This design comes from an exercise in tuning for small area on the open sky130 flow, not from production work.
Where RTL was checked, it was by simulation tests only, not by an equivalence proof against the original.
Power and IR drop assume default switching activity.

==> module ALU, before the edit <==
module ALU #(
    parameter [8:0] FAST = 9'b000000000,   
    parameter integer K = 3                
) (
    input  wire [7:0] a,
    input  wire [7:0] b,
    input  wire [2:0] op,
    output wire [7:0] result
);
    wire is_mul = (op == 3'd3);
    wire is_dv  = op[2] & (op[0] ^ op[1]);    
    wire is_div = (op == 3'd5);
    wire inv    = is_dv | (op == 3'd4);       
    wire [7:0] bx = b ^ {8{inv}};
    wire [8:0] nz;
    assign nz[8] = 1'b1;
    genvar w, j;
    generate
        for (w = 7; w >= 1; w = w - 1) begin : g_nz
            assign nz[w] = nz[w + 1] & ~b[w];
        end
    endgenerate
    wire [7:0] q;
    wire [7:0] rr [0:8];
    assign rr[8] = 8'd0;
    wire [K-1:0] rk;    
    generate
        for (w = 1; w <= 8; w = w + 1) begin : g_st
            wire [w-1:0] t;
            wire [w:0]   d;
            wire [w-1:0] y;
            wire         cin;
            if (w == K + 1) begin : g_tk
                assign t[K:1] = rk;
            end else if (w > 1) begin : g_t
                assign t[w-1:1] = rr[9 - w][w-2:0];
            end
            if (w <= K) begin : g_ytop
                assign t[0] = a[8 - w];
                assign y = ~b[w-1:0];
                assign cin = 1'b1;
            end else begin : g_y
                assign t[0] = a[8 - w] & ~is_mul;
                assign y = bx[w-1:0];
                assign cin = inv;
            end
            if (FAST[w]) begin : g_fast
                assign d = {1'b0, t} + {1'b0, y} + {{w{1'b0}}, cin};
            end else begin : g_rip
                wire [w:0] c;
                assign c[0] = cin;
                for (j = 0; j < w; j = j + 1) begin : g_b
                    assign d[j]   = t[j] ^ y[j] ^ c[j];
                    assign c[j+1] = (t[j] & y[j]) | (t[j] & c[j]) | (y[j] & c[j]);
                end
                assign d[w] = c[w];
            end
            wire ge = nz[w] & d[w];
            assign q[8 - w] = ge;
            wire sel;
            if (w <= K) begin : g_stop
                assign sel = ge;
            end else if (w == 8) begin : g_slast
                assign sel = is_mul ? a[0] : is_dv ? ge : 1'b1;
            end else begin : g_smid
                assign sel = is_mul ? a[8 - w] : (is_dv & ge);
            end
            assign rr[8 - w][w-1:0] = sel ? d[w-1:0] : t;
            if (w < 8) begin : g_pad
                assign rr[8 - w][7:w] = {(8 - w){1'b0}};
            end
        end
    endgenerate
    wire [K-1:0] mk = a[7:8-K] * b[K-1:0];
    assign rk = is_mul ? mk : is_dv ? rr[8-K][K-1:0] : a[7:8-K];
    assign result = is_div ? q : rr[0];
endmodule
export LEC_CHECK = 0
export ABC_AREA = 1
export CAP_MARGIN = 20
export CORE_MARGIN = 2
export CORE_UTILIZATION = 40
export SLEW_MARGIN = 20
create_clock -name core_clock -period 15.0 [get_ports {clk}]
standard.sh (not shown) runs the stock make flow with config.mk's settings and CLKGATE_MAP_FILE= SYNTH_SCRIPT=/design/flow/synth_recipe.tcl, a recipe that flattens the netlist after the stock synthesis.
==> flow/flow/run.sh <==
#!/bin/bash
# The standard layout (standard.sh) with two changes:
#  1. After the standard synthesis, its combinational logic is mapped again by
#     ABC without the full-adder cells that synthesis extracted (reopt.ys). The
#     registers are untouched: same instances, names and cell types.
#  2. The buffers that buffer_ports puts on the ports use sky130_fd_sc_hd__buf_1.
# Each tool's output goes to a log of its own in this folder.
set -euo pipefail
here=$(cd "$(dirname "$0")" && pwd)
work=$(pwd)
res=$work/orfs/results/$FLOW_PLATFORM/calculator/base
lib=$FLOW_HOME/platforms/$FLOW_PLATFORM/lib/sky130_fd_sc_hd__tt_025C_1v80.lib
yosys=$(command -v yosys || echo "$FLOW_HOME/../tools/install/yosys/bin/yosys")
export BUFFER_PORTS_ARGS="-buffer_cell sky130_fd_sc_hd__buf_1"

# 1. standard synthesis
bash standard.sh synth > synth.log 2>&1
cp "$res/1_2_yosys.v" "$work/standard_synth.v"

# 2. map the combinational logic again
dont_use=$(sed -n '/^export DONT_USE_CELLS/,/^#/p' "$FLOW_HOME/platforms/$FLOW_PLATFORM/config.mk" \
  | grep -o 'sky130_fd_sc_hd__[A-Za-z0-9_]*' | sed 's/^/-dont_use /' | tr '\n' ' ')
script=$(tr -d '\n' < "$here/abc.script" | sed 's/[&|\\]/\\&/g')
sed -e "s|@LIB@|$lib|g" -e "s|@IN@|$work/standard_synth.v|g" -e "s|@OUT@|$work/reopt.v|g" \
    -e "s|@TOP@|$FLOW_TOP|g" -e "s|@DONT_USE@|$dont_use|g" -e "s|@SCRIPT@|$script|g" "$here/reopt.ys" > "$work/reopt_run.ys"
"$yosys" -l "$work/reopt.log" -s "$work/reopt_run.ys" > /dev/null 2>&1
cp "$work/reopt.v" "$res/1_2_yosys.v"
rm -f "$res/1_synth.odb" "$res/1_synth.sdc"

# 3. the rest of the standard layout, from the new netlist
bash standard.sh > layout.log 2>&1
==> flow/flow/abc.script <==
strash;&get,-n;&deepsyn,-T,30;&dch,-f;&nf,-R,1000,-p;&put;strash;&get,-n;&deepsyn,-T,30;&dch,-f;&nf,-R,1000,-p;&put;topo;dnsize;
==> flow/flow/reopt.ys <==
# Re-map the combinational cells of a mapped netlist; keep the registers.
read_liberty -ignore_miss_func @LIB@
blackbox sky130_fd_sc_hd__*df* sky130_fd_sc_hd__*dl* sky130_fd_sc_hd__conb_*
read_verilog @IN@
hierarchy -check -top @TOP@
flatten
opt_clean -purge
stat -liberty @LIB@
abc -liberty @LIB@ @DONT_USE@ -script +@SCRIPT@
# the cell types abc used were dropped by hierarchy; reload them as black boxes
read_liberty -lib @LIB@
opt_clean -purge
hilomap -singleton -hicell sky130_fd_sc_hd__conb_1 HI -locell sky130_fd_sc_hd__conb_1 LO
splitnets
opt_clean -purge
stat -liberty @LIB@
check -assert
write_verilog -noattr -nohex -nodec @OUT@
The baseline produced a clean layout.
Then changed:
--- a/flow/design.v
+++ b/flow/design.v
@@ -23,60 +23,64 @@
     wire [7:0] q;
     wire [7:0] rr [0:8];
     assign rr[8] = 8'd0;
     wire [K-1:0] rk;    
     generate
         for (w = 1; w <= 8; w = w + 1) begin : g_st
-            wire [w-1:0] t;
-            wire [w:0]   d;
-            wire [w-1:0] y;
-            wire         cin;
+            localparam P = w % 2;              
+            wire [w-1:0] t;                     
+            wire [w:0]   d;                     
+            wire [w-1:0] y;                     
+            wire         cin;                   
             if (w == K + 1) begin : g_tk
                 assign t[K:1] = rk;
             end else if (w > 1) begin : g_t
                 assign t[w-1:1] = rr[9 - w][w-2:0];
             end
             if (w <= K) begin : g_ytop
-                assign t[0] = a[8 - w];
-                assign y = ~b[w-1:0];
-                assign cin = 1'b1;
+                assign t[0] = a[8 - w] ^ P[0];
+                assign y = ~b[w-1:0] ^ {w{P[0]}};
+                assign cin = 1'b1 ^ P[0];
             end else begin : g_y
-                assign t[0] = a[8 - w] & ~is_mul;
-                assign y = bx[w-1:0];
-                assign cin = inv;
+                assign t[0] = (a[8 - w] & ~is_mul) ^ P[0];
+                assign y = bx[w-1:0] ^ {w{P[0]}};
+                assign cin = inv ^ P[0];
             end
             if (FAST[w]) begin : g_fast
-                assign d = {1'b0, t} + {1'b0, y} + {{w{1'b0}}, cin};
+                wire [w-1:0] tt = t ^ {w{P[0]}};
+                wire [w-1:0] yt = y ^ {w{P[0]}};
+                assign d = ({1'b0, tt} + {1'b0, yt} + {{w{1'b0}}, cin ^ P[0]}) ^ {(w+1){P[0]}};
             end else begin : g_rip
                 wire [w:0] c;
                 assign c[0] = cin;
                 for (j = 0; j < w; j = j + 1) begin : g_b
                     assign d[j]   = t[j] ^ y[j] ^ c[j];
                     assign c[j+1] = (t[j] & y[j]) | (t[j] & c[j]) | (y[j] & c[j]);
                 end
                 assign d[w] = c[w];
             end
-            wire ge = nz[w] & d[w];
+            wire ge = nz[w] & (d[w] ^ P[0]);
             assign q[8 - w] = ge;
             wire sel;
             if (w <= K) begin : g_stop
                 assign sel = ge;
             end else if (w == 8) begin : g_slast
                 assign sel = is_mul ? a[0] : is_dv ? ge : 1'b1;
             end else begin : g_smid
                 assign sel = is_mul ? a[8 - w] : (is_dv & ge);
             end
-            assign rr[8 - w][w-1:0] = sel ? d[w-1:0] : t;
+            assign rr[8 - w][w-1:0] = ~(sel ? d[w-1:0] : t);
             if (w < 8) begin : g_pad
                 assign rr[8 - w][7:w] = {(8 - w){1'b0}};
             end
         end
     endgenerate
+    localparam PK = (K + 1) % 2;
     wire [K-1:0] mk = a[7:8-K] * b[K-1:0];
-    assign rk = is_mul ? mk : is_dv ? rr[8-K][K-1:0] : a[7:8-K];
-    assign result = is_div ? q : rr[0];
+    assign rk = is_mul ? (mk ^ {K{PK[0]}}) : is_dv ? rr[8-K][K-1:0] : (a[7:8-K] ^ {K{PK[0]}});
+    assign result = is_div ? q : ~rr[0];
 endmodule
 module queue_with_controller (
     input  wire       clk,
     input  wire       rst,
     input  wire       shift,
     input  wire [7:0] back,
- clock-buffer cell count stays the same
- wire length came out higher by 1.3%
- final area came out lower by 3.0%
- core utilization came out lower by 1.7 points
- die area came out higher by 0.75%
- non-clock buffer count came out lower by 6
Function not checked in the first run of this note: the RTL went through the layout flow alone.

========
rev 12:
The RTL this note starts from:
==> flow/design.v <==
module ALU #(
    parameter [8:0] FAST = 9'b000000000,   
    parameter integer K = 2                
) (
    input  wire [7:0] a,
    input  wire [7:0] b,
    input  wire [2:0] op,
    output wire [7:0] result
);
    wire is_mul = (op == 3'd3);
    wire is_dv  = op[2] & (op[0] ^ op[1]);    
    wire is_div = (op == 3'd5);
    wire inv    = is_dv | (op == 3'd4);       
    wire [7:0] bx = b ^ {8{inv}};
    wire [8:0] nz;
    assign nz[8] = 1'b1;
    genvar w, j;
    generate
        for (w = 7; w >= 1; w = w - 1) begin : g_nz
            assign nz[w] = nz[w + 1] & ~b[w];
        end
    endgenerate
    wire [7:0] q;
    wire [7:0] rr [0:8];
    assign rr[8] = 8'd0;
    wire [K-1:0] rk;    
    generate
        for (w = 1; w <= 8; w = w + 1) begin : g_st
            localparam P = w % 2;              
            wire [w-1:0] t;                     
            wire [w:0]   d;                     
            wire [w-1:0] y;                     
            wire         cin;                   
            if (w == K + 1) begin : g_tk
                assign t[K:1] = rk;
            end else if (w > 1) begin : g_t
                assign t[w-1:1] = rr[9 - w][w-2:0];
            end
            if (w <= K) begin : g_ytop
                assign t[0] = a[8 - w] ^ P[0];
                assign y = ~b[w-1:0] ^ {w{P[0]}};
                assign cin = 1'b1 ^ P[0];
            end else begin : g_y
                assign t[0] = (a[8 - w] & ~is_mul) ^ P[0];
                assign y = bx[w-1:0] ^ {w{P[0]}};
                assign cin = inv ^ P[0];
            end
            if (FAST[w]) begin : g_fast
                wire [w-1:0] tt = t ^ {w{P[0]}};
                wire [w-1:0] yt = y ^ {w{P[0]}};
                assign d = ({1'b0, tt} + {1'b0, yt} + {{w{1'b0}}, cin ^ P[0]}) ^ {(w+1){P[0]}};
            end else begin : g_rip
                wire [w:0] c;
                assign c[0] = cin;
                for (j = 0; j < w; j = j + 1) begin : g_b
                    assign d[j]   = t[j] ^ y[j] ^ c[j];
                    assign c[j+1] = (t[j] & y[j]) | (t[j] & c[j]) | (y[j] & c[j]);
                end
                assign d[w] = c[w];
            end
            wire ge = nz[w] & (d[w] ^ P[0]);
            assign q[8 - w] = ge;
            wire sel;
            if (w <= K) begin : g_stop
                assign sel = ge;
            end else if (w == 8) begin : g_slast
                assign sel = is_mul ? a[0] : is_dv ? ge : 1'b1;
            end else begin : g_smid
                assign sel = is_mul ? a[8 - w] : (is_dv & ge);
            end
            assign rr[8 - w][w-1:0] = ~(sel ? d[w-1:0] : t);
            if (w < 8) begin : g_pad
                assign rr[8 - w][7:w] = {(8 - w){1'b0}};
            end
        end
    endgenerate
    localparam PK = (K + 1) % 2;
    wire [K-1:0] mk = a[7:8-K] * b[K-1:0];
    assign rk = is_mul ? (mk ^ {K{PK[0]}}) : is_dv ? rr[8-K][K-1:0] : (a[7:8-K] ^ {K{PK[0]}});
    assign result = is_div ? q : ~rr[0];
endmodule
module queue_with_controller (
    input  wire       clk,
    input  wire       rst,
    input  wire       shift,
    input  wire [7:0] back,
    input  wire       inc,
    input  wire       dec,
    input  wire       set_err,
    output wire [7:0] a,
    output wire [7:0] b,
    output wire [7:0] tail,
    output reg  [2:0] n,
    output reg        err
);
    reg [7:0] r0, r1, r2, r3, r4;
    always @(posedge clk) begin
        if (shift) begin
            r0 <= back;
            r1 <= r0;
            r2 <= r1;
            r3 <= r2;
            r4 <= r3;
        end
    end
    always @(posedge clk or posedge rst) begin
        if (rst) begin
            n   <= 3'd0;
            err <= 1'b0;
        end else begin
            if (inc)
                n <= n + 3'd1;
            else if (dec)
                n <= n - 3'd1;
            if (set_err)
                err <= 1'b1;
        end
    end
    reg [7:0] ra, rb;
    always @* begin
        case ({n[2], n[0]})
            2'd0: begin ra = r1; rb = r0; end
            2'd1: begin ra = r2; rb = r1; end
            2'd2: begin ra = r3; rb = r2; end
            2'd3: begin ra = r4; rb = r3; end
        endcase
    end
    assign a = ra;
    assign b = rb;
    assign tail = r0;
endmodule
module calculator(
    input wire clk,
    input wire rst,
    input wire[7:0] in,
    input wire[2:0] op,
    input wire apply,
    output wire[7:0] tail,
    output wire empty,
    output wire valid
);
    wire [7:0] a, b, result;
    wire [2:0] n;
    wire err;
    wire go     = apply & ~err;
    wire is_push = (op == 3'd0);
    wire is_pop  = (op == 3'd1);
    wire is_arith = (op != 3'd0) & (op != 3'd1) & (op != 3'd7);
    wire by_div  = op[2] & (op[0] ^ op[1]);
    wire full    = (n == 3'd5);
    wire none    = (n == 3'd0);
    wire two     = n[2] | n[1];            
    wire bzero   = (b == 8'd0);
    wire ok_push  = is_push & ~full;
    wire ok_pop   = is_pop & ~none;
    wire ok_arith = is_arith & two & ~(by_div & bzero);
    wire shift   = go & (ok_push | ok_arith);
    wire inc     = go & ok_push;
    wire dec     = go & (ok_pop | ok_arith);
    wire set_err = go & ~(ok_push | ok_pop | ok_arith);
    queue_with_controller queue (
        .clk(clk), .rst(rst),
        .shift(shift), .back(is_push ? in : result),
        .inc(inc), .dec(dec), .set_err(set_err),
        .a(a), .b(b), .tail(tail), .n(n), .err(err)
    );
    ALU alu (.a(a), .b(b), .op(op), .result(result));
    assign empty = none;
    assign valid = ~err;
endmodule
clock: 15.0 ns
lec_check: 0
abc_area: 1
cap_margin: 20
core_margin: 2
core_utilization: 40
slew_margin: 20
==> flow/flow/abc.script <==
strash;&get,-n;&deepsyn,-T,30;&dch,-f;&nf,-R,1000,-p;&put;topo;dnsize;
Scripts as last shown in full above: flow/flow/run.sh, flow/flow/reopt.ys
The following lists how rev 13 was set up differently from rev 12:
-- flow/design.v --
<<< rev 12, line 1
module ALU #(
    parameter [8:0] FAST = 9'b000000000,   
    parameter integer K = 2                
) (
    input  wire [7:0] a,
>>> rev 13, line 1
module ALU #(
    parameter [8:0] FAST = 9'b000000000,   
    parameter integer K = 3                
) (
    input  wire [7:0] a,
<<< rev 12, line 104
        end
    end
    always @(posedge clk or posedge rst) begin
        if (rst) begin
>>> rev 13, line 104
        end
    end
    wire [2:0] n_next = inc ? n + 3'd1 : dec ? n - 3'd1 : n;
    always @(posedge clk or posedge rst) begin
        if (rst) begin
<<< rev 12, line 109
            err <= 1'b0;
        end else begin
            if (inc)
                n <= n + 3'd1;
            else if (dec)
                n <= n - 3'd1;
            if (set_err)
                err <= 1'b1;
        end
    end
    reg [7:0] ra, rb;
    always @* begin
        case ({n[2], n[0]})
            2'd0: begin ra = r1; rb = r0; end
            2'd1: begin ra = r2; rb = r1; end
            2'd2: begin ra = r3; rb = r2; end
            2'd3: begin ra = r4; rb = r3; end
        endcase
    end
    assign a = ra;
    assign b = rb;
    assign tail = r0;
endmodule
>>> rev 13, line 110
            err <= 1'b0;
        end else begin
            n <= n_next;
            if (set_err)
                err <= 1'b1;
        end
    end
    reg [3:0] sel;
    always @(posedge clk)
        sel <= {n_next == 3'd5, n_next == 3'd4, n_next == 3'd3, n_next == 3'd2};
    assign a = ({8{sel[0]}} & r1) | ({8{sel[1]}} & r2) | ({8{sel[2]}} & r3) | ({8{sel[3]}} & r4);
    assign b = ({8{sel[0]}} & r0) | ({8{sel[1]}} & r1) | ({8{sel[2]}} & r2) | ({8{sel[3]}} & r3);
    assign tail = r0;
endmodule
==> run summary <==
Compared with rev 12, in rev 13 design area has decreased, wire length has decreased, via count has increased, proportion of cell area occupied by multi-input gates has increased. Overall power after layout ended up about 2.8% lower on rev 13 than on rev 12. From rev 12 to rev 13 the numbers moved as follows: area of combinational cells with multiple inputs decreased about 4.4%, combinational fraction of design power decreased 7.3 points.
No functional check of the RTL was part of any run of this note.

-- what the ideal ports hide --
In the flow no input, the clock included, has a driving cell. The finished layouts below were timed again as built, in two steps. Step 1, drivers: a clkbuf_16 drives clk and a buf_2 each remaining input, both assumed. Step 2 moves the port delays by t, midway between the first and last clock arrival at a register: inputs arrive t later, outputs are due t later. That takes back most of the time a late clock gives input paths. a / b / c = ideal / step 1 / step 2; a / b = the first two.
| run | shift t [ns] | setup slack, ns | hold WS [ns] | worst register clock-pin slew, ns |
|---|---|---|---|---|
| the first run of note 1 | 0.321 | 1.036 / 1.038 / 0.717 | 0.454 / 0.454 / 0.454 | 0.08 / 0.08 |
| the second run of note 1 | 0.324 | 1.204 / 1.207 / 0.883 | 0.460 / 0.460 / 0.460 | 0.09 / 0.09 |
| rev 12 | 0.321 | 0.858 / 0.864 / 0.543 | 0.459 / 0.459 / 0.459 | 0.08 / 0.08 |
| rev 13 | 0.325 | 1.415 / 1.423 / 1.098 | 0.482 / 0.482 / 0.482 | 0.09 / 0.09 |
After both steps every run listed still meets setup and hold. For the second run of note 1, which loses most, drivers alone change the setup slack by +0.003 ns; drivers and shift together by -0.321 ns.
